This is an optimization exercise on Yosys and OpenROAD, whose aim is small area, not a production implementation.
In this exercise RTL edits were held to simulation tests only and were not proved equivalent to the original.
Power is estimated from default activity; no workload was simulated.

==> design.v <==
module regn(Clock, sh, hold, sel, res, Q);
	input wire Clock, sh, hold, sel, res;
	output reg [8:0] Q;
	wire top = sel ? res : Q[0];
	always @(posedge Clock)
		Q <= ({9{sh}} & {top, Q[8:1]}) | ({9{hold}} & Q);
endmodule
module hreg(Clock, ld, hold, d, Q);
	parameter n = 9;
	input wire Clock, ld, hold;
	input wire [n-1:0] d;
	output reg [n-1:0] Q;
	always @(posedge Clock)
		Q <= ({n{ld}} & d) | ({n{hold}} & Q);
endmodule
module ALU(xb, yb, cy, pa, ib, io, op0, last, res, co, dflag, ibn, ion);
	input wire xb, yb, cy, pa, ib, io, op0, last;
	output wire res, co, dflag, ibn, ion;
	wire yp = yb ^ (pa | ib);
	wire s = xb ^ yp ^ cy;
	assign co = (xb & yp) | (xb & cy) | (yp & cy);
	assign dflag = xb ^ yb ^ op0;           
	wire bma = op0 & xb & ~yb;              
	wire ns = dflag ? (io ^ (op0 & xb)) : xb;
	assign res = last ? ns : (s ^ io);
	assign ibn = dflag | bma;
	assign ion = (dflag & ~cy) | bma;
endmodule
module mux8(s, i, y);
	input wire [2:0] s;
	input wire [7:0] i;
	output wire y;
	assign y = i[s];
endmodule
module mux9(s, i, y);
	input wire [3:0] s;
	input wire [8:0] i;
	output wire y;
	assign y = s[3] ? i[8] : i[s[2:0]];
endmodule
module cpu_top (DIN, Resetn, Clock, Run, Done, BusWires, debug_reg0, debug_reg1,
debug_reg2, debug_reg3, debug_reg4, debug_reg5, debug_reg6, debug_reg7);
	input wire [8:0] DIN;
	input wire Resetn, Clock, Run;
	output wire Done;
	output wire [8:0] BusWires;
	output wire [8:0] debug_reg0, debug_reg1;
	output wire [8:0] debug_reg2, debug_reg3, debug_reg4, debug_reg5, debug_reg6, debug_reg7;
	reg busy;             
	reg [3:0] t;          
	reg pa;               
	reg pb;               
	wire [8:0] ir;        
	reg cy;               
	reg [3:0] d;          
	wire ib = d[0];       
	wire io = d[1];       
	reg [8:1] T;          
	wire [2:0] op = ir[8:6];
	wire [2:0] X = ir[5:3];
	wire [2:0] Y = ir[2:0];
	wire last = t[3];
	wire fin = ~pa & ~pb;
	wire shiftc = op[2];
	wire aluc = ~op[2] & op[1];
	wire passP = shiftc & pa;
	wire passS = pb;
	wire [8:0] R0, R1, R2, R3, R4, R5, R6, R7;
	wire [7:0] selX;
	reg res;
	wire xb, yb;
	mux8 muxX (X, {R7[0], R6[0], R5[0], R4[0], R3[0], R2[0], R1[0], R0[0]}, xb);
	mux8 muxY (Y, {R7[0], R6[0], R5[0], R4[0], R3[0], R2[0], R1[0], R0[0]}, yb);
	assign selX = 8'b1 << X;
	wire sh = busy;
	wire hold = ~busy & Resetn;    
	regn reg_0 (Clock, sh, hold, selX[0], res, R0);
	regn reg_1 (Clock, sh, hold, selX[1], res, R1);
	regn reg_2 (Clock, sh, hold, selX[2], res, R2);
	regn reg_3 (Clock, sh, hold, selX[3], res, R3);
	regn reg_4 (Clock, sh, hold, selX[4], res, R4);
	regn reg_5 (Clock, sh, hold, selX[5], res, R5);
	regn reg_6 (Clock, sh, hold, selX[6], res, R6);
	regn reg_7 (Clock, sh, hold, selX[7], res, R7);
	wire alures, co, dflag, ibn, ion;
	ALU alu (xb, yb, cy, pa, ib, io, op[0], last, alures, co, dflag, ibn, ion);
	wire tin0 = op[0] & xb;                 
	wire tap, dinb;
	mux9 muxT (d, {T[1], T[2], T[3], T[4], T[5], T[6], T[7], T[8], tin0}, tap);
	mux9 muxD (t, DIN, dinb);
	always @* begin
		if (!fin)
			res = (passS & ~last) ? tap : xb;
		else if (shiftc)
			res = xb;
		else if (op[1])
			res = alures;
		else if (op[0])
			res = dinb;
		else
			res = yb;
	end
	reg tin;
	always @* begin
		if (passP)
			tin = ~op[0] & cy;
		else if (passS)
			tin = tin0;
		else
			tin = res;
	end
	always @(posedge Clock, negedge Resetn)
		if (!Resetn)
			busy <= 1'b0;
		else
			busy <= busy ? ~(last & fin) : Run;
	assign Done = busy & last & fin;
	always @(posedge Clock) begin
		T <= {tin, T[8:2]};
		t <= (busy & ~last) ? t + 4'd1 : 4'd0;
		if (!busy) begin
			pa <= DIN[8] | DIN[7];
			pb <= 1'b0;
			d <= 4'd0;
			cy <= 1'b1;
		end else begin
			if (last) begin
				pa <= 1'b0;
				pb <= passP;
			end
			if (passP & ~last & (yb == op[0]))
				d <= d + 4'd1;
			if (passP)
				cy <= xb;
			else if (last)
				cy <= dflag & cy;
			else
				cy <= co;
			if (last & pa & ~shiftc) begin
				d[0] <= ibn;
				d[1] <= ion;
			end
		end
	end
	hreg Ireg (Clock, ~busy, busy, DIN, ir);
	assign BusWires = {tin, T[8:1]};
	assign debug_reg0 = R0;
	assign debug_reg1 = R1;
	assign debug_reg2 = R2;
	assign debug_reg3 = R3;
	assign debug_reg4 = R4;
	assign debug_reg5 = R5;
	assign debug_reg6 = R6;
	assign debug_reg7 = R7;
endmodule
==> flow/run.sh <==
#!/bin/bash
# Standard ORFS layout (the standard.sh, unchanged synthesis), with two
# layout choices: ports are buffered with buf_1 instead of the default
# buffer, and CTS inserts no dummy loads.
set -euo pipefail
bash standard.sh \
  "BUFFER_PORTS_ARGS=-buffer_cell sky130_fd_sc_hd__buf_1" \
  "CTS_ARGS=-repair_clock_nets -dont_use_dummy_load" \
  finish > standard_make.log 2>&1
==> standard.sh <==
#!/bin/bash
# synth_recipe.tcl (not shown) runs the flow's synth.tcl, then flattens the netlist and writes it again
# the make line also repeats each setting of config.mk as NAME=value (left out here)
make -C /OpenROAD-flow-scripts/flow DESIGN_CONFIG=/design/flow/config.mk WORK_HOME=/design/flow/orfs CLKGATE_MAP_FILE= SYNTH_SCRIPT=/design/flow/synth_recipe.tcl "${@:-finish}"
==> config.mk <==
export PLATFORM = sky130hd
export DESIGN_NAME = cpu_top
export DESIGN_NICKNAME = cpu_top
export VERILOG_FILES = /design/flow/design.v
export SDC_FILE = /design/flow/constraint.sdc
export NUM_CORES = 4
export LEC_CHECK = 0
export CAP_MARGIN = 0
export CORE_MARGIN = 2
export CORE_UTILIZATION = 40
export SLEW_MARGIN = 0
export SYNTH_HIERARCHICAL = 1
export SYNTH_MINIMUM_KEEP_SIZE = 0
==> constraint.sdc <==
create_clock -name core_clock -period 12.0 [get_ports {Clock}]
set_input_delay 2.4000 -clock core_clock [delete_from_list [all_inputs] [get_ports {Clock}]]
set_output_delay 2.4000 -clock core_clock [all_outputs]
set_load 0.01 [all_outputs]
==> flow_metrics.env, run 1 <==
export IMPL_outcome="complete, no violations"
export IMPL_track_usage_pct=15.9
export IMPL_postLayoutCoreUtil_pct=46.8
export IMPL_cpMostUsedCell="buf_1"
export IMPL_hold_viol_final=0
export IMPL_cts_setup_buffers=0
export IMPL_ys_flop_type="dfxtp_1"
export IMPL_worst_slew_pin_slew_ps=964
export IMPL_p_leak_nw=1.73
export IMPL_rsz0062_at_grt="false"
export IMPL_multiInputGateArea_um2=1630
export IMPL_dp_hpwl_um=5400
export IMPL_min_from="T[4]"
export IMPL_rr_startpoint="Ireg.Q[3]"
export IMPL_initial_utilization_pct=41.3
export IMPL_fp_dieArea_um2=10400
export IMPL_final_max_slew_violation_count=0
export IMPL_ys_seq_elements=101
export IMPL_maxCapViolations=0
export IMPL_cpMaxStageDelayCell="mux4_2"
export IMPL_timing_setup_tns_ps=0
export IMPL_rows=35
export IMPL_hold_depth=0
export IMPL_postCtsHoldBufs=0
export IMPL_vias=2799
export IMPL_syn_inst=326
export IMPL_hold_ws_ps=371
export IMPL_critPathKind="in -> out"
export IMPL_arrival_ps=3990
export IMPL_syn_area_um2=3840
export IMPL_worst_path_max_fanout=2
export IMPL_seq_area_frac_synth_pct=53.1
export IMPL_p_per_area_nw_per_um2=293
export IMPL_clockBufferDepth=2
export IMPL_clk_latency_ps=370
export IMPL_fin_nets=421
export IMPL_async_flop_share_pct=0.990
export IMPL_synthDistinctLibCells=48
export IMPL_endpoint_kind="primary output"
export IMPL_gp_congestion=0.806
export IMPL_cts_tree="yes"
export IMPL_drive_gt1_share_pct=5.94
export IMPL_core_um2=9280
export IMPL_cp_slowest_stage_delay_ps=480
export IMPL_reg2reg_depth=11
export IMPL_crit_path_start_kind="primary input"
export IMPL_synth_fp_nets=341
export IMPL_syn_area_per_cell_um2=11.8
export IMPL_clock_sinks=101
export IMPL_path_clk_slew_ps=80
export IMPL_io_buffers=93
export IMPL_htree_levels=3
export IMPL_final_min_clock_period_ps=6390
export IMPL_cts_resized=0
export IMPL_routed_wl_um=8260
export IMPL_num_io_pins=94
export IMPL_area_growth_pct=13.3
export IMPL_fmax_mhz=156
export IMPL_cts_made_buffers=9
export IMPL_critPathRequiredTime_ps=9600
export IMPL_fill_cells=902
export IMPL_worst_clock_skew_ps=37.3
export IMPL_wl_per_cell_um=15.5
export IMPL_slew_headroom_pct=35.1
export IMPL_viasPerCell=5.25
export IMPL_firstDrtPassIters=4
export IMPL_seqCellArea_um2=2040
export IMPL_vdd_drop_max_mv=0.129
export IMPL_grt_pass1_vias=2570
export IMPL_root_buffer="clkbuf_8"
export IMPL_setup_viol=0
export IMPL_die_height_um=102
export IMPL_fin_crit_sh_pct=53.3
export IMPL_insertedDiodeCount=0
export IMPL_grt_max_degree=93
export IMPL_final_common_cell="dfxtp_1"
export IMPL_crit_start="DIN[1]"
export IMPL_grt_overflow=0
export IMPL_synth_edf_count=1
export IMPL_mostFrequentLayoutCells="dfxtp_1 (99), buf_1 (93), a22o_1 (81), nor2_1 (15), mux2i_1 (11)"
export IMPL_grt_pass1_wl_um=12900
export IMPL_drt_iter0_drc=94
export IMPL_worstHoldPathType="reg -> reg"
export IMPL_yosys_warnings=9
export IMPL_drc_errors=0
export IMPL_die_w_um=102
export IMPL_crit_chain="buf_1, mux2i_1, mux4_2, o21ai_1, a211oi_1, o21ai_0, nand3_1, a31oi_1, buf_1"
export IMPL_detail_route_antenna_nets=0
export IMPL_antenna_found_initial=0
Yosys cell counts, types with 4 or more instances:
cell type | number | area share (%)
dfxtp_1 | 99 | 52
a22o_1 | 81 | 18
buf_2 | 18 | 2.3
nor2_1 | 15 | 1.5
mux2i_1 | 11 | 2.9
inv_1 | 8 | 0.78
mux2_1 | 8 | 2.3
o21ai_0 | 7 | 0.91
a21oi_1 | 6 | 0.78
mux4_1 | 4 | 2.7
nand2_1 | 4 | 0.39
nor2b_1 | 4 | 0.65
nor3b_1 | 4 | 0.78
xnor2_1 | 4 | 0.91
path summary, 6_finish.rpt:
check                                   end  slack, ps
worst max-delay path            BusWires[8]       5610
worst min-delay path                   T[3]        370
worst max register to register   reg_6.Q[8]       8250
worst min register to register         T[3]        370
max in group asynchronous              busy      10050
min in group asynchronous              busy       1820
sequential cells by signal, summed over array words and instances (netlist names):
| register | count |
|---|---|
| Ireg.Q | 9 |
| T | 8 |
| busy | 1 |
| cy | 1 |
| d | 4 |
| pa | 1 |
| pb | 1 |
| reg_0.Q | 9 |
| reg_1.Q | 9 |
| reg_2.Q | 9 |
| reg_3.Q | 9 |
| reg_4.Q | 9 |
| reg_5.Q | 9 |
| reg_6.Q | 9 |
| reg_7.Q | 9 |
| t | 4 |
power by group:
part	total [mW]	internal, mW	switching (mW)	leakage, nW
registers	0.616	0.471	0.145	0.830
logic	0.491	0.242	0.248	0.831
clock network	0.168	0.0676	0.101	0.0647
total	1.27	0.781	0.494	1.73
layout make-up:
class / count / share of cell area, %
flip-flops and latches: 101 / 46.9
inverters: 9 / 0.777
repair buffers: 95 / 8.38
clock buffers: 9 / 2.85
multi-input cells: 190 / 37.4
well taps: 129 / 3.71
Yosys stat by module, one instance, submodules excluded:
module | cell area (um^2) | cells | flops+latches
mux9 | 76.3 | 8 | 0
regn | 280 | 21 | 9
hreg | 275 | 20 | 9
ALU | 173 | 24 | 0
cpu_top | 867 | 92 | 20
mux8 | 63.8 | 3 | 0
per-layer routing:
layer	up-vias	wire length (um)	track usage (%)
li1	1378	-	-
met1	1355	3990	21.1
met2	59	3800	24.7
met3	7	355	5.06
met4	0	118	5.44
met5	-	0	0
critical path: cells and delay by family:
kind                   cells  cell delay (ps)
AO/OA/AOI/OAI              4              600
AND/OR/NAND/NOR            1              110
buffers and inverters      2              280
multiplexers               2              600
stage by stage:
step	area, um^2	cells	setup slack (ps)	total power, mW
3_5_place_dp	4220	524	5590	1.12
4_1_cts	4350	533	5590	1.29
3_3_place_gp	4220	524	5590	1.11
2_1_floorplan	3840	326	6020	0.973
5_1_grt	4350	533	5470	1.38
6_report	4350	533	5610	1.27
cells by family after synthesis:
kind of cell | share of synthesized area, %
AO/OA/AOI/OAI | 22.6
XOR/XNOR | 1.60
adder cells (fa/ha/maj) | 1.47
buffers and inverters | 4.76
flip-flops | 53.1
multiplexers | 9.72
AND/OR/NAND/NOR | 6.78
==> run 2: changes to the inputs <==
--- a/config.mk
+++ b/config.mk
@@ -5,9 +5,9 @@
 export SDC_FILE = /design/flow/constraint.sdc
 export NUM_CORES = 4
 export LEC_CHECK = 0
-export CAP_MARGIN = 0
+export CAP_MARGIN = 20
 export CORE_MARGIN = 2
 export CORE_UTILIZATION = 40
-export SLEW_MARGIN = 0
+export SLEW_MARGIN = 20
 export SYNTH_HIERARCHICAL = 1
 export SYNTH_MINIMUM_KEEP_SIZE = 0
==> flow_metrics.env, run 2 <==
export IMPL_critPathRequiredTime_ps=9600
export IMPL_cts_made_buffers=9
export IMPL_final_max_slew_violation_count=0
export IMPL_cpMaxStageDelayCell="mux4_2"
export IMPL_die_height_um=102
export IMPL_worst_clock_skew_ps=37.3
export IMPL_synth_area_top_cells="dfxtp_1 (52%), a22o_1 (18%), mux2i_1 (2.9%), mux4_1 (2.7%), buf_2 (2.3%)"
export IMPL_setup_viol=0
export IMPL_drc_errors=0
export IMPL_syn_area_um2=3840
export IMPL_maxCapViolations=0
export IMPL_p_leak_nw=1.73
export IMPL_htree_levels=3
export IMPL_worstHoldPathType="reg -> reg"
export IMPL_syn_area_per_cell_um2=11.8
export IMPL_syn_inst=326
export IMPL_gp_congestion=0.806
export IMPL_worst_path_max_fanout=2
export IMPL_rows=35
export IMPL_synth_fp_nets=341
export IMPL_final_min_clock_period_ps=6390
export IMPL_clk_latency_ps=370
export IMPL_cts_tree="yes"
export IMPL_crit_family="compound AO/OA/AOI/OAI gates"
export IMPL_clock_sinks=101
export IMPL_seq_area_frac_synth_pct=53.1
export IMPL_timing_setup_tns_ps=0
export IMPL_yosys_top_cells_count="dfxtp_1 (99), a22o_1 (81), buf_2 (18), nor2_1 (15), mux2i_1 (11)"
export IMPL_grt_overflow=0
export IMPL_fin_crit_sh_pct=53.3
export IMPL_fmax_mhz=156
export IMPL_endpoint_kind="primary output"
export IMPL_detail_route_antenna_nets=0
export IMPL_grt_max_degree=93
export IMPL_insertedDiodeCount=0
export IMPL_synthDistinctLibCells=48
export IMPL_viasPerCell=5.25
export IMPL_synth_top_area_share_pct=51.6
export IMPL_hold_ws_ps=371
export IMPL_mostFrequentLayoutCells="dfxtp_1 (99), buf_1 (93), a22o_1 (81), nor2_1 (15), mux2i_1 (11)"
export IMPL_rsz0062_at_grt="false"
export IMPL_arrival_ps=3990
export IMPL_fin_nets=421
export IMPL_vias=2799
export IMPL_antenna_found_initial=0
export IMPL_worst_slew_pin_slew_ps=964
export IMPL_outcome="complete, no violations"
export IMPL_clockBufferDepth=2
export IMPL_crit_chain="buf_1, mux2i_1, mux4_2, o21ai_1, a211oi_1, o21ai_0, nand3_1, a31oi_1, buf_1"
export IMPL_path_clk_slew_ps=80
export IMPL_core_um2=9280
export IMPL_firstDrtPassIters=4
export IMPL_cp_slowest_stage_delay_ps=480
export IMPL_critPathKind="in -> out"
export IMPL_cts_setup_buffers=0
export IMPL_ys_flop_type="dfxtp_1"
export IMPL_p_per_area_nw_per_um2=293
export IMPL_drt_iter0_drc=94
export IMPL_crit_path_start_kind="primary input"
export IMPL_io_buffers=93
export IMPL_yosys_warnings=9
export IMPL_synth_largest_area_cell="dfxtp_1"
export IMPL_postCtsHoldBufs=0
export IMPL_drive_gt1_share_pct=5.94
export IMPL_crit_buf_inv=2
export IMPL_cts_resized=0
export IMPL_grt_pass1_wl_um=12900
export IMPL_area_growth_pct=13.3
export IMPL_track_usage_pct=15.9
export IMPL_routed_wl_um=8260
export IMPL_wl_per_cell_um=15.5
export IMPL_hold_viol_final=0
export IMPL_num_io_pins=94
export IMPL_vdd_drop_max_mv=0.129
export IMPL_final_common_cell="dfxtp_1"
export IMPL_grt_pass1_vias=2570
export IMPL_dp_hpwl_um=5400
export IMPL_cpMostUsedCell="buf_1"
export IMPL_initial_utilization_pct=41.3
export IMPL_die_w_um=102
export IMPL_synth_edf_count=1
export IMPL_ys_seq_elements=101
export IMPL_root_buffer="clkbuf_8"
export IMPL_async_flop_share_pct=0.990
export IMPL_synth_most_common_cell="dfxtp_1"
export IMPL_slew_headroom_pct=35.1
export IMPL_fp_dieArea_um2=10400
==> run 2: cell counts after synthesis <==
No cell type changed its count.
==> run 2: metrics by stage <==
step / instances / power, mW / setup slack [ps] / area, um^2 / utilization, %
floorplan: 326 / 0.973 / 6020 / 3840 / -
global placement: 524 / 1.11 / 5590 / 4220 / 45.5
detailed placement: 524 / 1.12 / 5590 / 4220 / 45.5
CTS: 533 / 1.29 / 5590 / 4350 / 46.8
global route: 533 / 1.38 / 5470 / 4350 / 46.8
finish: 533 / 1.27 / 5610 / 4350 / 46.8
==> run 2: cell type report <==
| type | count | area [um^2] |
|---|---|---|
| Sequential cell | 101 | 2040 |
| Fill cell | 902 | 4940 |
| Inverter | 9 | 33.8 |
| Clock buffer | 9 | 124 |
| Timing Repair Buffer | 95 | 364 |
| Multi-Input combinational cell | 190 | 1630 |
| Tap cell | 129 | 161 |
==> run 2: per-layer routing <==
| layer | GRT usage (%) | up-vias | share of wire [%] |
|---|---|---|---|
| met2 | 24.7 | 59 | 46 |
| met5 | 0 | - | 0 |
| li1 | - | 1378 | - |
| met4 | 5.44 | 0 | 1.4 |
| met3 | 5.06 | 7 | 4.3 |
| met1 | 21.1 | 1355 | 48 |
==> run 2: where the power goes <==
part           switching [mW]  internal (mW)  leakage [nW]  total, mW
Combinational           0.248          0.242         0.831      0.491
Clock                   0.101         0.0676        0.0647      0.168
Sequential              0.145          0.471         0.830      0.616
==> run 2: path summary, 6_finish.rpt <==
check	slack, ps	start	depth (start not counted)	to
max	5610	DIN[1]	9	BusWires[8]
min	370	T[4]	0	T[3]
max reg2reg	8250	Ireg.Q[3]	11	reg_6.Q[8]
min reg2reg	370	T[4]	0	T[3]
max in group asynchronous	10050	Resetn	1	busy
min in group asynchronous	1820	Resetn	1	busy
==> run 2: logic make-up after synthesis <==
| family | synth area share [%] |
|---|---|
| buffers and inverters | 4.76 |
| xor gates and xnor gates | 1.60 |
| DFF | 53.1 |
| muxes | 9.72 |
| adders and majority gates | 1.47 |
| AOI/OAI and AO/OA | 22.6 |
| and+or+nand+nor | 6.78 |
==> run 2: per-module statistics from Yosys, one instance, submodules excluded <==
| module | times used | area [um^2] | flops+latches |
|---|---|---|---|
| cpu_top | 1 | 867 | 20 |
| regn | 8 | 280 | 9 |
| hreg | 1 | 275 | 9 |
| ALU | 1 | 173 | 0 |
| mux9 | 2 | 76.3 | 0 |
| mux8 | 2 | 63.8 | 0 |
==> run 3: changes to the inputs <==
--- a/flow/run.sh
+++ b/flow/run.sh
@@ -5,5 +5,5 @@
 set -euo pipefail
 bash standard.sh \
   "BUFFER_PORTS_ARGS=-buffer_cell sky130_fd_sc_hd__buf_1" \
-  "CTS_ARGS=-repair_clock_nets -dont_use_dummy_load" \
+  "CTS_ARGS=-sink_clustering_enable -sink_clustering_size 30 -sink_clustering_max_diameter 1000 -sink_clustering_levels 1 -repair_clock_nets -dont_use_dummy_load -buf_list sky130_fd_sc_hd__clkbuf_8" \
   finish > standard_make.log 2>&1
==> flow_metrics.env, run 3 <==
export IMPL_final_area_um2=4350
export IMPL_setup_slack_ps=5610
export IMPL_grt_pass1_vias=2570
export IMPL_detail_route_antenna_nets=0
export IMPL_vdd_drop_max_mv=0.129
export IMPL_p_leak_nw=1.73
export IMPL_postCtsHoldBufs=0
export IMPL_syn_area_per_cell_um2=11.8
export IMPL_worst_path_max_fanout=2
export IMPL_die_height_um=102
export IMPL_die_w_um=102
export IMPL_initial_utilization_pct=41.3
export IMPL_crit_path_start_kind="primary input"
export IMPL_routed_wl_um=8260
export IMPL_synth_largest_area_cell="dfxtp_1"
export IMPL_grt_overflow=0
export IMPL_pre_cts_ws_ps=5590
export IMPL_clock_sinks=101
export IMPL_yosys_top_cells_count="dfxtp_1 (99), a22o_1 (81), buf_2 (18), nor2_1 (15), mux2i_1 (11)"
export IMPL_num_io_pins=94
export IMPL_mostFrequentLayoutCells="dfxtp_1 (99), buf_1 (93), a22o_1 (81), nor2_1 (15), mux2i_1 (11)"
export IMPL_synthDistinctLibCells=48
export IMPL_core_um2=9280
export IMPL_final_cells=533
export IMPL_final_common_cell="dfxtp_1"
export IMPL_cts_made_buffers=9
export IMPL_fin_crit_sh_pct=53.3
export IMPL_fin_total_pwr_mw=1.27
export IMPL_seq_area_frac_synth_pct=53.1
export IMPL_clk_latency_ps=370
export IMPL_io_buffers=93
export IMPL_worst_slew_pin_slew_ps=964
export IMPL_vias=2799
export IMPL_antenna_found_initial=0
export IMPL_outcome="complete, no violations"
export IMPL_p_per_area_nw_per_um2=293
export IMPL_synth_fp_nets=341
export IMPL_root_buffer="clkbuf_8"
export IMPL_firstDrtPassIters=4
export IMPL_drt_iter0_drc=94
export IMPL_critPathKind="in -> out"
export IMPL_synth_area_top_cells="dfxtp_1 (52%), a22o_1 (18%), mux2i_1 (2.9%), mux4_1 (2.7%), buf_2 (2.3%)"
export IMPL_area_growth_pct=13.3
export IMPL_grt_pass1_wl_um=12900
export IMPL_syn_inst=326
export IMPL_setup_viol=0
export IMPL_dp_cells=524
export IMPL_wl_per_cell_um=15.5
export IMPL_cts_resized=0
export IMPL_slew_headroom_pct=35.1
export IMPL_insertedDiodeCount=0
export IMPL_yosys_warnings=9
export IMPL_timing_setup_tns_ps=0
export IMPL_cts_setup_buffers=0
export IMPL_ys_seq_elements=101
export IMPL_final_min_clock_period_ps=6390
export IMPL_arrival_ps=3990
export IMPL_fin_nets=421
export IMPL_hold_viol_final=0
export IMPL_rsz0062_at_grt="false"
export IMPL_grt_max_degree=93
export IMPL_fill_cells=902
export IMPL_path_clk_slew_ps=80
export IMPL_final_max_slew_violation_count=0
export IMPL_hold_ws_ps=371
export IMPL_postLayoutCoreUtil_pct=46.8
export IMPL_maxCapViolations=0
export IMPL_cts_tree="yes"
export IMPL_rows=35
export IMPL_syn_area_um2=3840
export IMPL_worstHoldPathType="reg -> reg"
export IMPL_synth_edf_count=1
export IMPL_endpoint_kind="primary output"
export IMPL_async_flop_share_pct=0.990
export IMPL_dp_hpwl_um=5400
export IMPL_gp_congestion=0.806
export IMPL_drc_errors=0
export IMPL_fmax_mhz=156
export IMPL_htree_levels=3
export IMPL_postPlaceCellArea_um2=4220
export IMPL_viasPerCell=5.25
export IMPL_track_usage_pct=15.9
export IMPL_critPathRequiredTime_ps=9600
export IMPL_drive_gt1_share_pct=5.94
export IMPL_fp_dieArea_um2=10400
export IMPL_clockBufferDepth=2
export IMPL_ys_flop_type="dfxtp_1"
export IMPL_worst_clock_skew_ps=37.3
export IMPL_synth_most_common_cell="dfxtp_1"
export IMPL_synth_top_area_share_pct=51.6
==> run 3: cell counts in the layout (fill, tap and decap cells not counted) <==
Identical to the previous run, type by type.
==> run 3: per-layer routing <==
| layer | share of wire (%) | GRT usage [%] |
|---|---|---|
| met3 | 4.3 | 5.06 |
| met2 | 46 | 24.7 |
| met4 | 1.4 | 5.44 |
| met1 | 48 | 21.1 |
| met5 | 0 | 0 |
==> run 3: per-module statistics from Yosys (local to each module, per instance) <==
| module | flip-flops and latches | times used | cells |
|---|---|---|---|
| mux8 | 0 | 2 | 3 |
| cpu_top | 20 | 1 | 92 |
| hreg | 9 | 1 | 20 |
| regn | 9 | 8 | 21 |
| mux9 | 0 | 2 | 8 |
| ALU | 0 | 1 | 24 |
==> run 3: cells by family (layout without fill, tap and decap cells) <==
logic type | after synthesis | in the layout | synth area share, %
flops | 101 | 101 | 53.1
simple gates | 46 | 46 | 6.78
buf+inv | 35 | 113 | 4.76
fa+ha+maj | 4 | 4 | 1.47
compound gates | 106 | 106 | 22.6
xor+xnor | 7 | 7 | 1.60
mux | 27 | 27 | 9.72
==> run 3: power by group <==
part | switching [mW] | total, mW | internal, mW
clock | 0.101 | 0.168 | 0.0676
sequential | 0.145 | 0.616 | 0.471
combinational | 0.248 | 0.491 | 0.242
==> run 3: worst max-delay path: stages <==
cell and delay (ps):
buf_1 100, mux2i_1 120, mux4_2 480, o21ai_1 130
a211oi_1 90, o21ai_0 100, nand3_1 110, a31oi_1 280
buf_1 180
==> run 3: final timing paths <==
kind | start | end | slack [ps] | cells after the start
min reg2reg | T[4] | T[3] | 370 | 0
max in group asynchronous | Resetn | busy | 10050 | 1
max | DIN[1] | BusWires[8] | 5610 | 9
min in group asynchronous | Resetn | busy | 1820 | 1
max reg2reg | Ireg.Q[3] | reg_6.Q[8] | 8250 | 11
min | T[4] | T[3] | 370 | 0
==> run 3: area by class of cell <==
type	instances	area [um^2]	share of cell area (%)
Sequential cell	101	2040	46.9
Inverter	9	33.8	0.777
Tap cell	129	161	3.71
Multi-Input combinational cell	190	1630	37.4
Clock buffer	9	124	2.85
Timing Repair Buffer	95	364	8.38
==> run 4: changes to the inputs <==
--- a/design.v
+++ b/design.v
@@ -17,8 +17,8 @@
 	input wire xb, yb, cy, pa, ib, io, op0, last;
 	output wire res, co, dflag, ibn, ion;
 	wire yp = yb ^ (pa | ib);
-	wire s = xb ^ yp ^ cy;
-	assign co = (xb & yp) | (xb & cy) | (yp & cy);
+	wire s;
+	assign {co, s} = xb + yp + cy;
 	assign dflag = xb ^ yb ^ op0;           
 	wire bma = op0 & xb & ~yb;              
 	wire ns = dflag ? (io ^ (op0 & xb)) : xb;
@@ -26,17 +26,32 @@
 	assign ibn = dflag | bma;
 	assign ion = (dflag & ~cy) | bma;
 endmodule
+module mux4(s, i, y);
+	input wire [1:0] s;
+	input wire [3:0] i;
+	output wire y;
+	assign y = i[s];
+endmodule
 module mux8(s, i, y);
 	input wire [2:0] s;
 	input wire [7:0] i;
 	output wire y;
-	assign y = i[s];
+	wire lo, hi;
+	mux4 m0 (s[1:0], i[3:0], lo);
+	mux4 m1 (s[1:0], i[7:4], hi);
+	assign y = s[2] ? hi : lo;
 endmodule
 module mux9(s, i, y);
 	input wire [3:0] s;
 	input wire [8:0] i;
 	output wire y;
 	assign y = s[3] ? i[8] : i[s[2:0]];
+endmodule
+module andor8(s, i, y);
+	input wire [7:0] s;
+	input wire [7:0] i;
+	output wire y;
+	assign y = |(s & i);
 endmodule
 module cpu_top (DIN, Resetn, Clock, Run, Done, BusWires, debug_reg0, debug_reg1,
 debug_reg2, debug_reg3, debug_reg4, debug_reg5, debug_reg6, debug_reg7);
@@ -69,7 +84,7 @@
 	wire [7:0] selX;
 	reg res;
 	wire xb, yb;
-	mux8 muxX (X, {R7[0], R6[0], R5[0], R4[0], R3[0], R2[0], R1[0], R0[0]}, xb);
+	andor8 muxX (selX, {R7[0], R6[0], R5[0], R4[0], R3[0], R2[0], R1[0], R0[0]}, xb);
 	mux8 muxY (Y, {R7[0], R6[0], R5[0], R4[0], R3[0], R2[0], R1[0], R0[0]}, yb);
 	assign selX = 8'b1 << X;
 	wire sh = busy;
@@ -117,17 +132,15 @@
 	assign Done = busy & last & fin;
 	always @(posedge Clock) begin
 		T <= {tin, T[8:2]};
+		pa <= (busy & pa & ~last) | (~busy & (DIN[8] | DIN[7]));
 		t <= (busy & ~last) ? t + 4'd1 : 4'd0;
 		if (!busy) begin
-			pa <= DIN[8] | DIN[7];
 			pb <= 1'b0;
 			d <= 4'd0;
 			cy <= 1'b1;
 		end else begin
-			if (last) begin
-				pa <= 1'b0;
+			if (last)
 				pb <= passP;
-			end
 			if (passP & ~last & (yb == op[0]))
 				d <= d + 4'd1;
 			if (passP)
==> flow/run.sh (replaced) <==
#!/bin/bash
# Standard ORFS layout (the standard.sh, unchanged synthesis), with two
# layout choices: ports are buffered with buf_1 instead of the default
# buffer, and CTS builds its tree without sink clustering and without dummy
# loads.
set -euo pipefail
bash standard.sh \
  "BUFFER_PORTS_ARGS=-buffer_cell sky130_fd_sc_hd__buf_1" \
  "CTS_ARGS=-repair_clock_nets -dont_use_dummy_load" \
  finish > standard_make.log 2>&1
==> flow_metrics.env, run 4 <==
export IMPL_crit_chain="buf_1, mux2i_1, mux4_2, o21ai_1, a211oi_1, o21ai_0, nand3_1, a31oi_1, buf_1"
export IMPL_gp_congestion=0.835
export IMPL_synth_most_common_cell="dfxtp_1"
export IMPL_async_flop_share_pct=0.990
export IMPL_crit_family="compound AO/OA/AOI/OAI gates"
export IMPL_firstDrtPassIters=4
export IMPL_switching_share_pct=39.7
export IMPL_io_buffers=93
export IMPL_synth_largest_area_cell="dfxtp_1"
export IMPL_critPathKind="in -> out"
export IMPL_track_usage_pct=16.2
export IMPL_endpoint_kind="primary output"
export IMPL_drt_iter0_drc=96
export IMPL_final_max_slew_violation_count=0
export IMPL_clock_sinks=101
export IMPL_seq_power_share_pct=47.2
export IMPL_timing_setup_tns_ps=0
export IMPL_syn_area_um2=3770
export IMPL_critPathRequiredTime_ps=9600
export IMPL_worst_path_max_fanout=3
export IMPL_die_height_um=101
export IMPL_pwr_share_clk_pct=13.1
export IMPL_crit_buf_inv=2
export IMPL_synth_area_top_cells="dfxtp_1 (53%), a22o_1 (19%), mux2i_1 (2.9%), buf_2 (2.5%), mux2_1 (2.4%)"
export IMPL_fin_nets=422
export IMPL_slew_headroom_pct=36.4
export IMPL_clockBufferDepth=2
export IMPL_drive_gt1_share_pct=6.42
export IMPL_ys_flop_type="dfxtp_1"
export IMPL_fill_cells=871
export IMPL_die_w_um=101
export IMPL_grt_pass1_wl_um=13100
export IMPL_synthDistinctLibCells=47
export IMPL_final_common_cell="dfxtp_1"
export IMPL_viasPerCell=5.41
export IMPL_synth_fp_nets=340
export IMPL_internal_power_mw=0.785
export IMPL_clk_latency_ps=370
export IMPL_syn_area_per_cell_um2=11.6
export IMPL_crit_path_start_kind="primary input"
export IMPL_hold_ws_ps=367
export IMPL_fin_crit_sh_pct=53.0
export IMPL_cts_made_buffers=9
export IMPL_cpMaxStageDelayCell="mux4_2"
export IMPL_p_leak_nw=1.68
export IMPL_drc_errors=0
export IMPL_grt_pass1_vias=2585
export IMPL_maxCapViolations=0
export IMPL_dp_hpwl_um=5240
export IMPL_core_um2=9200
export IMPL_synth_top_area_share_pct=53.1
export IMPL_num_io_pins=94
export IMPL_cts_resized=0
export IMPL_root_buffer="clkbuf_8"
export IMPL_initial_utilization_pct=41.0
export IMPL_worstHoldPathType="reg -> reg"
export IMPL_vias=2790
export IMPL_pwr_share_comb_pct=39.7
export IMPL_outcome="complete, no violations"
export IMPL_path_clk_slew_ps=80
export IMPL_grt_max_degree=93
export IMPL_insertedDiodeCount=0
export IMPL_wl_per_cell_um=15.6
export IMPL_ys_seq_elements=101
export IMPL_cts_tree="yes"
export IMPL_htree_levels=3
export IMPL_syn_inst=325
export IMPL_cp_slowest_stage_delay_ps=460
export IMPL_yosys_top_cells_count="dfxtp_1 (100), a22o_1 (81), buf_2 (19), nor2_1 (16), mux2i_1 (11)"
export IMPL_vdd_drop_max_mv=0.147
export IMPL_rsz0062_at_grt="false"
export IMPL_synth_edf_count=0
export IMPL_area_growth_pct=13.5
export IMPL_arrival_ps=3960
export IMPL_routed_wl_um=8030
export IMPL_worst_slew_pin_slew_ps=954
export IMPL_postCtsHoldBufs=0
export IMPL_hold_viol_final=0
export IMPL_mostFrequentLayoutCells="dfxtp_1 (100), buf_1 (93), a22o_1 (81), nor2_1 (16), mux2i_1 (11)"
export IMPL_grt_overflow=0
export IMPL_setup_viol=0
export IMPL_worst_clock_skew_ps=40.5
export IMPL_p_sw_mw=0.517
export IMPL_cts_setup_buffers=0
export IMPL_fmax_mhz=157
export IMPL_p_per_area_nw_per_um2=304
export IMPL_yosys_warnings=9
export IMPL_cpMostUsedCell="buf_1"
export IMPL_final_min_clock_period_ps=6360
export IMPL_fp_dieArea_um2=10200
export IMPL_rows=35
export IMPL_seq_area_frac_synth_pct=53.7
export IMPL_detail_route_antenna_nets=0
export IMPL_antenna_found_initial=0
## run 4: cell types whose count changed after synthesis, sizes merged, moves of 2 or more
cell | before | now
buf | 23 | 21
mux4 | 6 | 4
a22oi | 0 | 4
a21oi | 6 | 4
nand2 | 5 | 7
## run 4: final timing paths
kind	from	to	slack (ps)	depth (start not counted)
max reg2reg	Ireg.Q[3]	reg_2.Q[8]	8280	12
min in group asynchronous	Resetn	busy	1820	1
max	DIN[7]	BusWires[8]	5640	9
max in group asynchronous	Resetn	busy	10050	1
min reg2reg	T[7]	T[6]	370	0
min	T[7]	T[6]	370	0
## run 4: logic make-up (layout without fill, tap and decap cells)
kind of cell	after synthesis	count (layout)	share of synthesized area, %
mux	24	24	8.09
fa+ha+maj	3	3	1.19
xor+xnor	8	8	2.06
compound gates	108	108	23.5
buf+inv	33	113	4.28
simple gates	48	48	7.13
flops	101	101	53.7
## run 4: power groups by stage
stage | registers, mW | clock network (mW) | logic [mW]
after floorplan | 0.630 | 0 | 0.362
after global placement | 0.619 | 0 | 0.518
after detailed placement | 0.622 | 0 | 0.522
after CTS | 0.616 | 0.177 | 0.524
after global routing | 0.638 | 0.191 | 0.576
final | 0.615 | 0.170 | 0.517
## run 4: through the flow
stage | instance area [um^2] | cells | util [%] | total power [mW] | setup WS [ps]
6_report | 4280 | 516 | 46.6 | 1.30 | 5640
5_1_grt | 4280 | 516 | 46.6 | 1.41 | 5520
4_1_cts | 4280 | 516 | 46.6 | 1.32 | 5630
3_5_place_dp | 4160 | 507 | 45.2 | 1.14 | 5630
3_3_place_gp | 4160 | 507 | 45.2 | 1.14 | 5630
2_1_floorplan | 3770 | 325 | - | 0.992 | 6010
## run 4: cell type report
cell class	instances	area (um^2)	area share, %
clock buffers	9	124	2.89
inverters	9	33.8	0.789
repair buffers	95	364	8.50
multi-input cells	191	1590	37.2
flip-flops and latches	101	2030	47.4
well taps	111	139	3.24
## run 4: Yosys stat by module (local to each module, per instance)
module | cells | flip-flops and latches
hreg | 20 | 9
ALU | 19 | 0
mux8 | 1 | 0
regn | 21 | 9
andor8 | 5 | 0
mux4 | 1 | 0
cpu_top | 94 | 20
mux9 | 8 | 0
## run 4: metal layers
layer	global-route usage [%]	part of all wire (%)	vias up
met1	22.6	48	1345
met2	24.0	46	65
met4	4.16	1.0	0
li1	-	-	1372
met3	5.66	5.3	8
met5	0	0	-
==> run 5: changes to the inputs <==
--- a/design.v
+++ b/design.v
@@ -155,7 +155,7 @@
 			end
 		end
 	end
-	hreg Ireg (Clock, ~busy, busy, DIN, ir);
+	hreg Ireg (Clock, hold, sh, DIN, ir);
 	assign BusWires = {tin, T[8:1]};
 	assign debug_reg0 = R0;
 	assign debug_reg1 = R1;
==> flow_metrics.env, run 5 <==
export IMPL_firstDrtPassIters=4
export IMPL_cts_setup_buffers=0
export IMPL_critPathRequiredTime_ps=9600
export IMPL_area_growth_pct=13.5
export IMPL_worst_slew_pin_slew_ps=953
export IMPL_final_min_clock_period_ps=6460
export IMPL_reg2reg_depth=12
export IMPL_final_common_cell="dfxtp_1"
export IMPL_hold_viol_final=0
export IMPL_ys_flop_type="dfxtp_1"
export IMPL_root_buffer="clkbuf_8"
export IMPL_worstHoldPathType="reg -> reg"
export IMPL_io_buffers=93
export IMPL_fmax_mhz=155
export IMPL_syn_area_um2=3770
export IMPL_endpoint="BusWires[8]"
export IMPL_rsz0062_at_grt="false"
export IMPL_p_leak_nw=1.67
export IMPL_cts_made_buffers=9
export IMPL_cpMostUsedCell="buf_1"
export IMPL_cp_slowest_stage_delay_ps=510
export IMPL_synth_most_common_cell="dfxtp_1"
export IMPL_cts_tree="yes"
export IMPL_num_io_pins=94
export IMPL_seq_area_frac_synth_pct=53.8
export IMPL_slew_headroom_pct=36.5
export IMPL_clock_sinks=101
export IMPL_crit_path_start_kind="primary input"
export IMPL_fill_cells=887
export IMPL_rows=35
export IMPL_syn_area_per_cell_um2=11.6
export IMPL_mostFrequentLayoutCells="dfxtp_1 (100), buf_1 (93), a22o_1 (81), nor2_1 (14), mux2i_1 (11)"
export IMPL_clk_latency_ps=350
export IMPL_synth_edf_count=0
export IMPL_cpMaxStageDelayCell="mux4_2"
export IMPL_arrival_ps=4060
export IMPL_syn_inst=326
export IMPL_vias=2812
export IMPL_postLayoutCoreUtil_pct=46.5
export IMPL_setup_viol=0
export IMPL_rr_startpoint="Ireg.Q[5]"
export IMPL_synth_area_top_cells="dfxtp_1 (53%), a22o_1 (19%), mux2i_1 (2.9%), buf_2 (2.5%), mux2_1 (2.4%)"
export IMPL_grt_overflow=0
export IMPL_detail_route_antenna_nets=0
export IMPL_timing_setup_tns_ps=0
export IMPL_fin_nets=423
export IMPL_insertedDiodeCount=0
export IMPL_reg2reg_to="reg_7.Q[8]"
export IMPL_hold_depth=0
export IMPL_worst_clock_skew_ps=31.7
export IMPL_worst_path_max_fanout=3
export IMPL_wl_per_cell_um=15.7
export IMPL_drc_errors=0
export IMPL_dp_hpwl_um=5390
export IMPL_maxCapViolations=0
export IMPL_core_um2=9200
export IMPL_viasPerCell=5.44
export IMPL_final_max_slew_violation_count=0
export IMPL_grt_pass1_wl_um=12800
export IMPL_synth_largest_area_cell="dfxtp_1"
export IMPL_die_w_um=101
export IMPL_drt_iter0_drc=83
export IMPL_htree_levels=3
export IMPL_yosys_top_cells_count="dfxtp_1 (100), a22o_1 (81), buf_2 (19), nor2_1 (14), mux2i_1 (11)"
export IMPL_initial_utilization_pct=41.0
export IMPL_regToRegSetupSlack_ps=8250
export IMPL_fin_crit_sh_pct=53.9
export IMPL_path_clk_slew_ps=80
export IMPL_grt_pass1_vias=2561
export IMPL_synthDistinctLibCells=46
export IMPL_outcome="complete, no violations"
export IMPL_grt_max_degree=94
export IMPL_critPathKind="in -> out"
export IMPL_vdd_drop_max_mv=0.103
export IMPL_fp_dieArea_um2=10200
export IMPL_track_usage_pct=15.8
export IMPL_gp_congestion=0.757
export IMPL_synth_fp_nets=341
export IMPL_crit_chain="buf_1, mux2i_1, mux4_2, o21ai_1, a211oi_1, o21ai_0, nand3_1, a31oi_1, buf_1"
export IMPL_antenna_found_initial=0
export IMPL_yosys_warnings=9
export IMPL_ys_seq_elements=101
export IMPL_routed_wl_um=8120
export IMPL_p_per_area_nw_per_um2=301
export IMPL_postCtsHoldBufs=0
export IMPL_cts_resized=0
export IMPL_clockBufferDepth=2
export IMPL_die_height_um=101
export IMPL_drive_gt1_share_pct=6.16
export IMPL_crit_start="DIN[7]"
export IMPL_synth_top_area_share_pct=53.1
export IMPL_endpoint_kind="primary output"
export IMPL_async_flop_share_pct=0.990
==> run 5: per-module statistics from Yosys (local to each module, per instance) <==
module,times used,cell area (um^2),cells inside
cpu_top,1,852,95
mux8,1,15.0,1
ALU,1,149,19
mux9,2,76.3,8
regn,8,280,21
hreg,1,275,20
mux4,2,22.5,1
andor8,1,36.3,5
==> run 5: cell type report <==
type	instances	area (um^2)	area share, %
Multi-Input combinational cell	193	1590	37.2
Timing Repair Buffer	95	364	8.52
Tap cell	111	139	3.25
Inverter	8	30.0	0.702
Sequential cell	101	2030	47.4
Clock buffer	9	124	2.90
==> run 5: worst max-delay path: cells and delay by family <==
family	cells	cell delay (ps)
muxes	2	640
AOI/OAI and AO/OA	4	560
and+or+nand+nor	1	130
buffers and inverters	2	320
==> run 5: worst min path at each step <==
stage | startpoint | to | slack, ps
after floorplan | T[3] | T[2] | 390
after global placement | T[5] | T[4] | 360
after detailed placement | T[3] | T[2] | 360
after CTS | T[3] | T[2] | 370
after global routing | T[3] | T[2] | 370
final | T[3] | T[2] | 370
==> run 5: power breakdown <==
group / switching, mW / internal [mW]
Sequential: 0.140 / 0.468
Clock: 0.0991 / 0.0677
Combinational: 0.273 / 0.241
Total: 0.512 / 0.776
==> run 5: logic make-up after synthesis <==
group / synth area share, %
compound gates: 23.7
xor+xnor: 1.83
fa+ha+maj: 1.20
buf+inv: 4.18
flops: 53.8
mux: 8.10
simple gates: 7.17
==> run 5: layer usage <==
metal  routed length [um]  global-route usage [%]  vias up
li1                     -                       -     1376
met1                 3960                    22.2     1385
met2                 3800                    23.6       46
met3                  302                    3.88        5
met4                   60                    5.72        0
met5                    0                       0        -
==> run 5: through the flow <==
step,instances,power (mW),setup slack (ps),hold slack [ps],area [um^2]
6_report,517,1.29,5540,368,4280
5_1_grt,517,1.39,5420,372,4280
4_1_cts,517,1.31,5540,365,4280
3_5_place_dp,508,1.13,5540,362,4150
3_3_place_gp,508,1.13,5570,359,4150
2_1_floorplan,326,0.982,6010,393,3770
==> run 6: changes to the inputs <==
==> flow/run.sh (replaced) <==
#!/bin/bash
# Layout flow: the standard.sh (the standard ORFS flow) with these changes.
#  - Ports are buffered with buf_1 instead of the default buffer.
#  - CTS builds its tree without sink clustering and without dummy loads.
# Each make run's full output goes to its own log in this folder; ORFS keeps
# each tool's log under orfs/logs.
set -euo pipefail
W=$PWD
rm -rf "$W/scripts_abc"
cp -r "$FLOW_HOME/scripts" "$W/scripts_abc"
cp "$W/flow/abc_map.script" "$W/scripts_abc/abc_speed.script"
bash standard.sh "SCRIPTS_DIR=$W/scripts_abc" synth > synth_make.log 2>&1
bash standard.sh \
  "BUFFER_PORTS_ARGS=-buffer_cell sky130_fd_sc_hd__buf_1" \
  "CTS_ARGS=-repair_clock_nets -dont_use_dummy_load" \
  finish > layout_make.log 2>&1
==> flow/abc_map.script (new file) <==
&get -n
&st
&dch
&nf -R 1000 -p -E 100
&put
topo
dnsize -c
--- a/config.mk
+++ b/config.mk
@@ -9,5 +9,3 @@
 export CORE_MARGIN = 2
 export CORE_UTILIZATION = 40
 export SLEW_MARGIN = 20
-export SYNTH_HIERARCHICAL = 1
-export SYNTH_MINIMUM_KEEP_SIZE = 0
==> flow_metrics.env, run 6 <==
export IMPL_dp_hpwl_um=5150
export IMPL_drt_iter0_drc=163
export IMPL_synth_edf_count=0
export IMPL_cts_made_buffers=9
export IMPL_postLayoutCoreUtil_pct=47.9
export IMPL_fmax_mhz=143
export IMPL_die_height_um=97.7
export IMPL_fin_nets=419
export IMPL_outcome="complete, no violations"
export IMPL_mostFrequentLayoutCells="dfxtp_1 (100), buf_1 (93), a22o_1 (81), nor2_1 (21), nand2_1 (14)"
export IMPL_final_max_slew_violation_count=0
export IMPL_p_leak_nw=1.56
export IMPL_ys_flop_type="dfxtp_1"
export IMPL_cts_resized=0
export IMPL_firstDrtPassIters=5
export IMPL_postCtsHoldBufs=0
export IMPL_initial_utilization_pct=40.7
export IMPL_yosys_top_cells_count="dfxtp_1 (100), a22o_1 (81), nor2_1 (21), nand2_1 (14), a21oi_1 (13)"
export IMPL_num_io_pins=94
export IMPL_antenna_found_initial=0
export IMPL_ys_seq_elements=101
export IMPL_grt_pass1_vias=2509
export IMPL_synth_largest_area_cell="dfxtp_1"
export IMPL_vdd_drop_max_mv=0.126
export IMPL_area_growth_pct=17.8
export IMPL_synth_top_area_share_pct=57.0
export IMPL_drc_errors=0
export IMPL_worst_path_max_fanout=9
export IMPL_critPathKind="in -> out"
export IMPL_detail_route_antenna_nets=0
export IMPL_syn_area_um2=3510
export IMPL_slew_headroom_pct=37.3
export IMPL_routed_wl_um=7740
export IMPL_cts_tree="yes"
export IMPL_crit_path_start_kind="primary input"
export IMPL_timing_setup_tns_ps=0
export IMPL_clock_sinks=101
export IMPL_die_w_um=97.7
export IMPL_fill_cells=844
export IMPL_crit_buf_inv=2
export IMPL_setup_viol=0
export IMPL_worst_clock_skew_ps=14.8
export IMPL_cpMostUsedCell="o21ai_0"
export IMPL_worstHoldPathType="reg -> reg"
export IMPL_fp_dieArea_um2=9550
export IMPL_endpoint_kind="primary output"
export IMPL_cpMaxStageDelayCell="mux4_2"
export IMPL_rows=34
export IMPL_insertedDiodeCount=0
export IMPL_wl_per_cell_um=15.2
export IMPL_grt_pass1_wl_um=12600
export IMPL_path_clk_slew_ps=80
export IMPL_syn_area_per_cell_um2=11.8
export IMPL_vias=2747
export IMPL_final_min_clock_period_ps=7020
export IMPL_syn_inst=299
export IMPL_grt_max_degree=92
export IMPL_synth_area_top_cells="dfxtp_1 (57%), a22o_1 (20%), mux4_2 (3.8%), nor2_1 (2.2%), a21oi_1 (1.9%)"
export IMPL_clk_latency_ps=340
export IMPL_io_buffers=93
export IMPL_hold_viol_final=0
export IMPL_viasPerCell=5.39
export IMPL_root_buffer="clkbuf_8"
export IMPL_synth_fp_nets=314
export IMPL_crit_family="compound AO/OA/AOI/OAI gates"
export IMPL_arrival_ps=4620
export IMPL_clockBufferDepth=2
export IMPL_critPathRequiredTime_ps=9600
export IMPL_seq_area_frac_synth_pct=57.7
export IMPL_core_um2=8640
export IMPL_fin_crit_sh_pct=58.5
export IMPL_maxCapViolations=0
export IMPL_p_per_area_nw_per_um2=324
export IMPL_multiInputGateArea_um2=1470
export IMPL_worst_slew_pin_slew_ps=931
export IMPL_yosys_warnings=3
export IMPL_track_usage_pct=16.1
export IMPL_gp_congestion=0.846
export IMPL_async_flop_share_pct=0.990
export IMPL_synth_most_common_cell="dfxtp_1"
export IMPL_rsz0062_at_grt="false"
export IMPL_htree_levels=3
export IMPL_cts_setup_buffers=0
export IMPL_drive_gt1_share_pct=4.73
export IMPL_crit_chain="buf_1, mux4_2, mux2i_1, o21ai_0, a211oi_1, a211oi_1, a21oi_1, nand2_1, o21ai_0, o21ai_0, nand2_1, o31ai_1, buf_1"
export IMPL_regToRegSetupSlack_ps=8460
export IMPL_final_common_cell="dfxtp_1"
export IMPL_cp_slowest_stage_delay_ps=470
export IMPL_synthDistinctLibCells=35
export IMPL_grt_overflow=0
export IMPL_seqCellArea_um2=2030
[run 6: cell types whose count changed after synthesis, moves of 3 or more]
cell / change
buf_2: -19
nand2_1: +5
a21oi_1: +9
o21ai_0: +4
mux2i_1: -7
mux2_1: -8
inv_1: -8
nor2_1: +7
clkinv_1: +5
o21ai_1: -3
[run 6: metrics by stage]
step,setup slack (ps),power (mW),hold slack [ps],cell area [um^2],instances
finish,4980,1.34,365,4140,510
floorplan,5420,1.01,390,3510,299
global route,4750,1.45,379,4140,510
detailed placement,4940,1.19,356,4020,501
CTS,4940,1.36,368,4140,510
global placement,5010,1.18,355,4020,501
[run 6: final timing paths]
check	start	to	depth (start not counted)
setup / recovery	DIN[7]	BusWires[8]	13
hold / removal	T[4]	T[3]	0
setup reg to reg	Ireg.Q[4]	reg_0.Q[8]	10
hold reg to reg	T[4]	T[3]	0
max in group asynchronous	Resetn	busy	1
min in group asynchronous	Resetn	busy	1
[run 6: cell families (layout without fill, tap and decap cells)]
family | count (synthesis) | after routing | share of synthesized area [%]
mux | 10 | 10 | 4.98
buf+inv | 6 | 109 | 0.748
simple gates | 54 | 54 | 7.33
fa+ha+maj | 3 | 3 | 1.28
compound gates | 119 | 119 | 26.5
xor+xnor | 6 | 6 | 1.50
flops | 101 | 101 | 57.7
[run 6: report_power, final]
part / internal (mW) / switching [mW] / total (mW)
Clock: 0.0676 / 0.0983 / 0.166
Combinational: 0.262 / 0.293 / 0.554
Sequential: 0.480 / 0.141 / 0.621
Total: 0.809 / 0.532 / 1.34
[run 6: routing by layer]
metal	track usage [%]	vias up	wire length, um
li1	-	1363	-
met1	23.9	1291	3900
met2	22.2	89	3310
met3	4.44	4	483
met4	6.73	0	46
met5	0	-	0
[run 6: layout make-up]
class | instances | share of cell area, %
Clock buffer | 9 | 2.99
Inverter | 5 | 0.453
Multi-Input combinational cell | 192 | 35.5
Sequential cell | 101 | 49.0
Tap cell | 108 | 3.26
Timing Repair Buffer | 95 | 8.80
==> run 7: changes to the inputs <==
--- a/design.v
+++ b/design.v
@@ -64,7 +64,6 @@
 	reg busy;             
 	reg [3:0] t;          
 	reg pa;               
-	reg pb;               
 	wire [8:0] ir;        
 	reg cy;               
 	reg [3:0] d;          
@@ -75,11 +74,10 @@
 	wire [2:0] X = ir[5:3];
 	wire [2:0] Y = ir[2:0];
 	wire last = t[3];
-	wire fin = ~pa & ~pb;
 	wire shiftc = op[2];
-	wire aluc = ~op[2] & op[1];
+	wire passS = shiftc & ~pa & cy;   
+	wire fin = ~pa & ~passS;
 	wire passP = shiftc & pa;
-	wire passS = pb;
 	wire [8:0] R0, R1, R2, R3, R4, R5, R6, R7;
 	wire [7:0] selX;
 	reg res;
@@ -135,16 +133,15 @@
 		pa <= (busy & pa & ~last) | (~busy & (DIN[8] | DIN[7]));
 		t <= (busy & ~last) ? t + 4'd1 : 4'd0;
 		if (!busy) begin
-			pb <= 1'b0;
 			d <= 4'd0;
 			cy <= 1'b1;
 		end else begin
-			if (last)
-				pb <= passP;
 			if (passP & ~last & (yb == op[0]))
 				d <= d + 4'd1;
 			if (passP)
-				cy <= xb;
+				cy <= last | xb;
+			else if (shiftc)
+				cy <= cy & ~last;
 			else if (last)
 				cy <= dflag & cy;
 			else
==> flow_metrics.env, run 7 <==
export IMPL_postLayoutCoreUtil_pct=48.1
export IMPL_slew_headroom_pct=30.1
export IMPL_die_w_um=97.7
export IMPL_synthDistinctLibCells=41
export IMPL_final_min_clock_period_ps=6920
export IMPL_grt_pass1_vias=2581
export IMPL_fin_crit_sh_pct=57.6
export IMPL_synth_largest_area_cell="dfxtp_1"
export IMPL_io_buffers=93
export IMPL_synth_area_top_cells="dfxtp_1 (56%), a22o_1 (20%), mux4_2 (3.2%), nor2_1 (2.2%), a21oi_1 (1.9%)"
export IMPL_initial_utilization_pct=40.8
export IMPL_clockBufferDepth=2
export IMPL_worstHoldPathType="reg -> reg"
export IMPL_vdd_drop_max_mv=0.110
export IMPL_ys_seq_elements=100
export IMPL_vias=2794
export IMPL_routed_wl_um=7740
export IMPL_final_common_cell="dfxtp_1"
export IMPL_htree_levels=3
export IMPL_ys_flop_type="dfxtp_1"
export IMPL_p_per_area_nw_per_um2=315
export IMPL_yosys_top_cells_count="dfxtp_1 (99), a22o_1 (81), nor2_1 (21), a21oi_1 (13), nand2_1 (13)"
export IMPL_async_flop_share_pct=1.00
export IMPL_syn_area_um2=3510
export IMPL_final_area_um2=4130
export IMPL_postPlaceCellArea_um2=4010
export IMPL_grt_overflow=0
export IMPL_drive_gt1_share_pct=4.48
export IMPL_timing_setup_tns_ps=0
export IMPL_grt_pass1_wl_um=12600
export IMPL_synth_edf_count=0
export IMPL_wl_per_cell_um=15.2
export IMPL_die_height_um=97.7
export IMPL_fmax_mhz=145
export IMPL_yosys_warnings=3
export IMPL_seq_area_frac_synth_pct=57.2
export IMPL_path_clk_slew_ps=80
export IMPL_worst_slew_pin_slew_ps=1040
export IMPL_mostFrequentLayoutCells="dfxtp_1 (99), buf_1 (93), a22o_1 (81), nor2_1 (21)"
export IMPL_drt_iter0_drc=126
export IMPL_synth_fp_nets=314
export IMPL_detail_route_antenna_nets=0
export IMPL_cts_resized=0
export IMPL_fp_dieArea_um2=9540
export IMPL_cts_made_buffers=9
export IMPL_clk_latency_ps=350
export IMPL_critPathKind="in -> out"
export IMPL_final_max_slew_violation_count=0
export IMPL_cts_tree="yes"
export IMPL_dp_cells=501
export IMPL_setup_viol=0
export IMPL_dp_hpwl_um=5090
export IMPL_grt_max_degree=92
export IMPL_critPathRequiredTime_ps=9600
export IMPL_rows=34
export IMPL_syn_area_per_cell_um2=11.7
export IMPL_hold_viol_final=0
export IMPL_maxCapViolations=0
export IMPL_drc_errors=0
export IMPL_core_um2=8590
export IMPL_track_usage_pct=15.9
export IMPL_root_buffer="clkbuf_8"
export IMPL_regToRegSetupSlack_ps=8200
export IMPL_hold_ws_ps=367
export IMPL_insertedDiodeCount=0
export IMPL_num_io_pins=94
export IMPL_rsz0062_at_grt="false"
export IMPL_fin_nets=419
export IMPL_crit_path_start_kind="primary input"
export IMPL_cts_setup_buffers=0
export IMPL_area_growth_pct=17.8
export IMPL_gp_congestion=0.750
export IMPL_syn_inst=299
export IMPL_viasPerCell=5.48
export IMPL_worst_clock_skew_ps=28.5
export IMPL_endpoint_kind="primary output"
export IMPL_outcome="complete, no violations"
export IMPL_final_cells=510
export IMPL_synth_top_area_share_pct=56.5
export IMPL_antenna_found_initial=0
export IMPL_firstDrtPassIters=4
export IMPL_arrival_ps=4520
export IMPL_synth_most_common_cell="dfxtp_1"
export IMPL_clock_sinks=100
export IMPL_worst_path_max_fanout=9
export IMPL_postCtsHoldBufs=0
export IMPL_p_leak_nw=1.57
## run 7: power by group
group	total [mW]	leakage (nW)	switching [mW]	internal [mW]
sequential	0.614	0.826	0.143	0.472
clock	0.163	0.0647	0.0951	0.0675
combinational	0.524	0.676	0.278	0.247
## run 7: final cells by class
cell class,instances,area [um^2]
clock buffer,9,124
fill,825,4460
inverter,4,15.0
multi-input combinational,194,1490
sequential,100,2010
tap,108,135
timing repair buffer,95,364
## run 7: kinds of logic (layout without fill, tap and decap cells)
family | Yosys count | in the layout | share of synthesized area [%]
fa+ha+maj | 3 | 3 | 1.28
simple gates | 54 | 54 | 7.20
flops | 100 | 100 | 57.2
mux | 9 | 9 | 4.35
compound gates | 121 | 121 | 27.6
buf+inv | 5 | 108 | 0.642
xor+xnor | 7 | 7 | 1.75
## run 7: worst paths after layout
check / depth (start not counted) / endpoint / start
hold / removal: 0 / T[7] / T[8]
max in group asynchronous: 1 / busy / Resetn
setup / recovery: 11 / BusWires[8] / DIN[7]
setup reg to reg: 12 / reg_7.Q[8] / Ireg.Q[3]
hold reg to reg: 0 / T[7] / T[8]
min in group asynchronous: 1 / busy / Resetn
## run 7: per-stage QoR
step | setup WS [ps] | total power, mW
2_1_floorplan | 5520 | 0.975
3_3_place_gp | 5130 | 1.14
3_5_place_dp | 5060 | 1.15
4_1_cts | 5050 | 1.31
5_1_grt | 4820 | 1.40
6_report | 5080 | 1.30
## run 7: critical path: stages
cell,delay [ps]
buf_1,100
mux4_2,470
mux2i_1,160
o21ai_0,90
a211oi_1,240
o311ai_0,130
o21ai_0,420
mux2i_1,160
nand2_1,110
o31ai_1,90
buf_1,150
## run 7: layer usage
metal / GRT usage, % / share of wire, % / vias up
met1: 23.9 / 52 / 1319
li1: - / - / 1377
met5: 0 / 0 / -
met3: 3.60 / 5.5 / 12
met2: 22.2 / 41 / 86
met4: 5.98 / 1.6 / 0
==> run 8: changes to the inputs <==
--- a/design.v
+++ b/design.v
@@ -85,8 +85,8 @@
 	andor8 muxX (selX, {R7[0], R6[0], R5[0], R4[0], R3[0], R2[0], R1[0], R0[0]}, xb);
 	mux8 muxY (Y, {R7[0], R6[0], R5[0], R4[0], R3[0], R2[0], R1[0], R0[0]}, yb);
 	assign selX = 8'b1 << X;
-	wire sh = busy;
-	wire hold = ~busy & Resetn;    
+	wire sh = busy & Resetn;
+	wire hold = ~busy & Resetn;
 	regn reg_0 (Clock, sh, hold, selX[0], res, R0);
 	regn reg_1 (Clock, sh, hold, selX[1], res, R1);
 	regn reg_2 (Clock, sh, hold, selX[2], res, R2);
@@ -122,11 +122,8 @@
 		else
 			tin = res;
 	end
-	always @(posedge Clock, negedge Resetn)
-		if (!Resetn)
-			busy <= 1'b0;
-		else
-			busy <= busy ? ~(last & fin) : Run;
+	always @(posedge Clock)
+		busy <= Resetn & (busy ? ~(last & fin) : Run);
 	assign Done = busy & last & fin;
 	always @(posedge Clock) begin
 		T <= {tin, T[8:2]};
==> flow_metrics.env, run 8 <==
export IMPL_clockBufferDepth=2
export IMPL_antenna_found_initial=0
export IMPL_syn_inst=294
export IMPL_insertedDiodeCount=0
export IMPL_drc_errors=0
export IMPL_wl_per_cell_um=15.5
export IMPL_p_per_area_nw_per_um2=137
export IMPL_hold_viol_final=0
export IMPL_internal_power_mw=0.427
export IMPL_crit_family="compound AO/OA/AOI/OAI gates"
export IMPL_pwr_share_comb_pct=8.0
export IMPL_crit_chain="buf_1, mux4_2, mux2i_1, o21ai_0, a211oi_1, o311ai_0, o21ai_0, o21ai_0, o211ai_1, o31ai_1, buf_1"
export IMPL_gp_congestion=0.814
export IMPL_yosys_area_share_simple_pct=6.62
export IMPL_firstDrtPassIters=4
export IMPL_initial_utilization_pct=40.7
export IMPL_ys_seq_elements=100
export IMPL_outcome="complete, no violations"
export IMPL_grt_max_degree=82
export IMPL_slew_headroom_pct=38.7
export IMPL_setup_viol=0
export IMPL_fin_nets=414
export IMPL_synth_top_area_share_pct=57.2
export IMPL_num_io_pins=94
export IMPL_path_clk_slew_ps=70
export IMPL_root_buffer="clkbuf_8"
export IMPL_grt_pass1_wl_um=12700
export IMPL_htree_levels=3
export IMPL_grt_overflow=0
export IMPL_die_height_um=97.5
export IMPL_cts_made_buffers=9
export IMPL_fp_dieArea_um2=9510
export IMPL_cpMaxStageDelayCell="mux4_2"
export IMPL_crit_path_start_kind="primary input"
export IMPL_arrival_ps=4560
export IMPL_area_growth_pct=17.8
export IMPL_synth_largest_area_cell="dfxtp_1"
export IMPL_pwr_share_clk_pct=29.1
export IMPL_rsz0062_at_grt="false"
export IMPL_syn_area_per_cell_um2=11.9
export IMPL_final_max_slew_violation_count=0
export IMPL_cpMostUsedCell="o21ai_0"
export IMPL_worst_slew_pin_slew_ps=910
export IMPL_yosys_top_cells_count="dfxtp_1 (100), a22o_1 (81), nor2_1 (20), a21oi_1 (14), o21ai_0 (8)"
export IMPL_routed_wl_um=7810
export IMPL_cts_resized=0
export IMPL_worst_path_max_fanout=9
export IMPL_min_from="T[5]"
export IMPL_synthAdderAreaFrac_pct=1.29
export IMPL_fmax_mhz=144
export IMPL_synth_compound_area_share_pct=27.9
export IMPL_reg2reg_to="T[8]"
export IMPL_track_usage_pct=16.3
export IMPL_postLayoutCoreUtil_pct=48.0
export IMPL_postCtsHoldBufs=0
export IMPL_hold_depth=0
export IMPL_vias=2756
export IMPL_critPathRequiredTime_ps=9600
export IMPL_maxCapViolations=0
export IMPL_final_min_clock_period_ps=6960
export IMPL_synth_top_family_by_area="compound AO/OA/AOI/OAI gates"
export IMPL_core_um2=8590
export IMPL_worstHoldPathType="reg -> reg"
export IMPL_cts_setup_buffers=0
export IMPL_timing_setup_tns_ps=0
export IMPL_synth_most_common_cell="dfxtp_1"
export IMPL_fin_crit_sh_pct=58.0
export IMPL_clk_latency_ps=370
export IMPL_critPathKind="in -> out"
export IMPL_synthDistinctLibCells=40
export IMPL_switching_share_pct=24.2
export IMPL_crit_buf_inv=2
export IMPL_synth_edf_count=0
export IMPL_io_buffers=93
export IMPL_yosys_warnings=3
export IMPL_p_sw_mw=0.136
export IMPL_syn_area_um2=3500
export IMPL_cts_tree="yes"
export IMPL_seq_power_share_pct=63.0
export IMPL_synth_fp_nets=309
export IMPL_vdd_drop_max_mv=0.0692
export IMPL_grt_pass1_vias=2434
export IMPL_dp_hpwl_um=5130
export IMPL_synth_xor_area_share_pct=1.75
export IMPL_die_w_um=97.5
export IMPL_viasPerCell=5.46
export IMPL_mostFrequentLayoutCells="dfxtp_1 (100), buf_1 (93), a22o_1 (81), nor2_1 (20), a21oi_1 (14)"
export IMPL_cp_slowest_stage_delay_ps=480
export IMPL_drive_gt1_share_pct=4.79
export IMPL_clock_sinks=100
export IMPL_drt_iter0_drc=98
export IMPL_ys_flop_type="dfxtp_1"
export IMPL_final_common_cell="dfxtp_1"
export IMPL_reg2reg_depth=11
export IMPL_synth_area_top_cells="dfxtp_1 (57%), a22o_1 (20%), mux4_2 (3.9%), nor2_1 (2.1%), a21oi_1 (2.0%)"
export IMPL_synth_mux_area_share_pct=4.43
export IMPL_async_flop_share_pct=0
export IMPL_rows=34
export IMPL_seq_area_frac_synth_pct=57.2
export IMPL_rr_startpoint="Ireg.Q[4]"
export IMPL_p_leak_nw=1.54
export IMPL_endpoint_kind="primary output"
export IMPL_worst_clock_skew_ps=33.9
export IMPL_detail_route_antenna_nets=0
export IMPL_regToRegSetupSlack_ps=8310
export IMPL_min_to="T[4]"
-- run 8: cell count changes after synthesis, sizes merged, moves of 2 or more --
cell and delta:
a22oi +3, nor2b -3, a31oi -3, mux2i -2
nand2 -6, o21ai +2, and2 +2
-- run 8: cell families after synthesis --
logic type / Yosys count
flops: 100
xor+xnor: 7
fa+ha+maj: 3
buf+inv: 6
simple gates: 47
compound gates: 123
mux: 8
-- run 8: power groups by stage --
stage	sequential (mW)	combinational [mW]	clock, mW
after floorplan	0.362	0.0282	0
after global placement	0.362	0.0446	0
after detailed placement	0.363	0.0450	0
after CTS	0.355	0.0450	0.171
after global routing	0.357	0.0496	0.183
final	0.355	0.0448	0.164
-- run 8: layout make-up --
cell class | count | area [um^2]
Fill cell | 832 | 4470
Sequential cell | 100 | 2000
Multi-Input combinational cell | 188 | 1480
Timing Repair Buffer | 95 | 364
Tap cell | 108 | 135
Clock buffer | 9 | 124
Inverter | 5 | 18.8
-- run 8: worst max path at each step --
stage / startpoint / slack (ps) / cells after the start / to
final: DIN[7] / 5040 / 11 / BusWires[8]
after global routing: DIN[7] / 4730 / 11 / BusWires[8]
after CTS: DIN[7] / 4990 / 11 / BusWires[8]
after detailed placement: DIN[7] / 5000 / 11 / BusWires[8]
after global placement: DIN[7] / 5050 / 11 / BusWires[8]
after floorplan: DIN[7] / 5430 / 10 / BusWires[8]
-- run 8: routing by layer --
metal | GRT usage (%) | routed length (um)
met5 | 0 | 0
met4 | 4.49 | 77
met3 | 4.39 | 392
met2 | 23.2 | 3290
met1 | 24.2 | 4040
-- run 8: worst register-to-register path: cells and delay by family, from the launching register on --
family,cells,cell delay [ps]
AOI/OAI and AO/OA,7,1630
DFF,1,510
muxes,1,460
and+or+nand+nor,3,940
-- run 8: per-stage QoR --
step                      area, um^2  hold slack (ps)  std cells  setup WS (ps)  total power, mW
after global placement          4000              358        496           5050            0.407
after detailed placement        4000              358        496           5000            0.408
final                           4120              365        505           5040            0.563
after CTS                       4120              367        505           4990            0.571
after floorplan                 3500              390        294           5430            0.390
after global routing            4120              382        505           4730            0.590

[re-timing with driven ports]
Ports are ideal in the flow. The routed layouts listed here were re-timed in OpenROAD.
Step 1 sets driving cells, clkbuf_16 on the clock port and buf_2 on the other inputs (assumed; they add their load-dependent delay and slew).
Step 2 also shifts input and output timing later by t, the mid clock arrival at the registers, as if the neighbouring blocks saw the same clock.
a / b / c = no drivers / after step 1 / after step 2; a / b = the first two.
run	t, ns	setup WS [ns]	worst setup path at the end
run 1	0.385	5.608 / 5.580 / 5.580	input to output
run 2	0.385	5.608 / 5.580 / 5.580	input to output
run 3	0.385	5.608 / 5.580 / 5.580	input to output
run 4	0.386	5.641 / 5.617 / 5.617	input to output
run 5	0.367	5.536 / 5.512 / 5.512	input to output
run 6	0.369	4.983 / 4.963 / 4.963	input to output
run 7	0.368	5.082 / 5.063 / 5.063	input to output
run 8	0.382	5.044 / 5.024 / 5.024	input to output
After both steps every run listed still meets setup and hold.
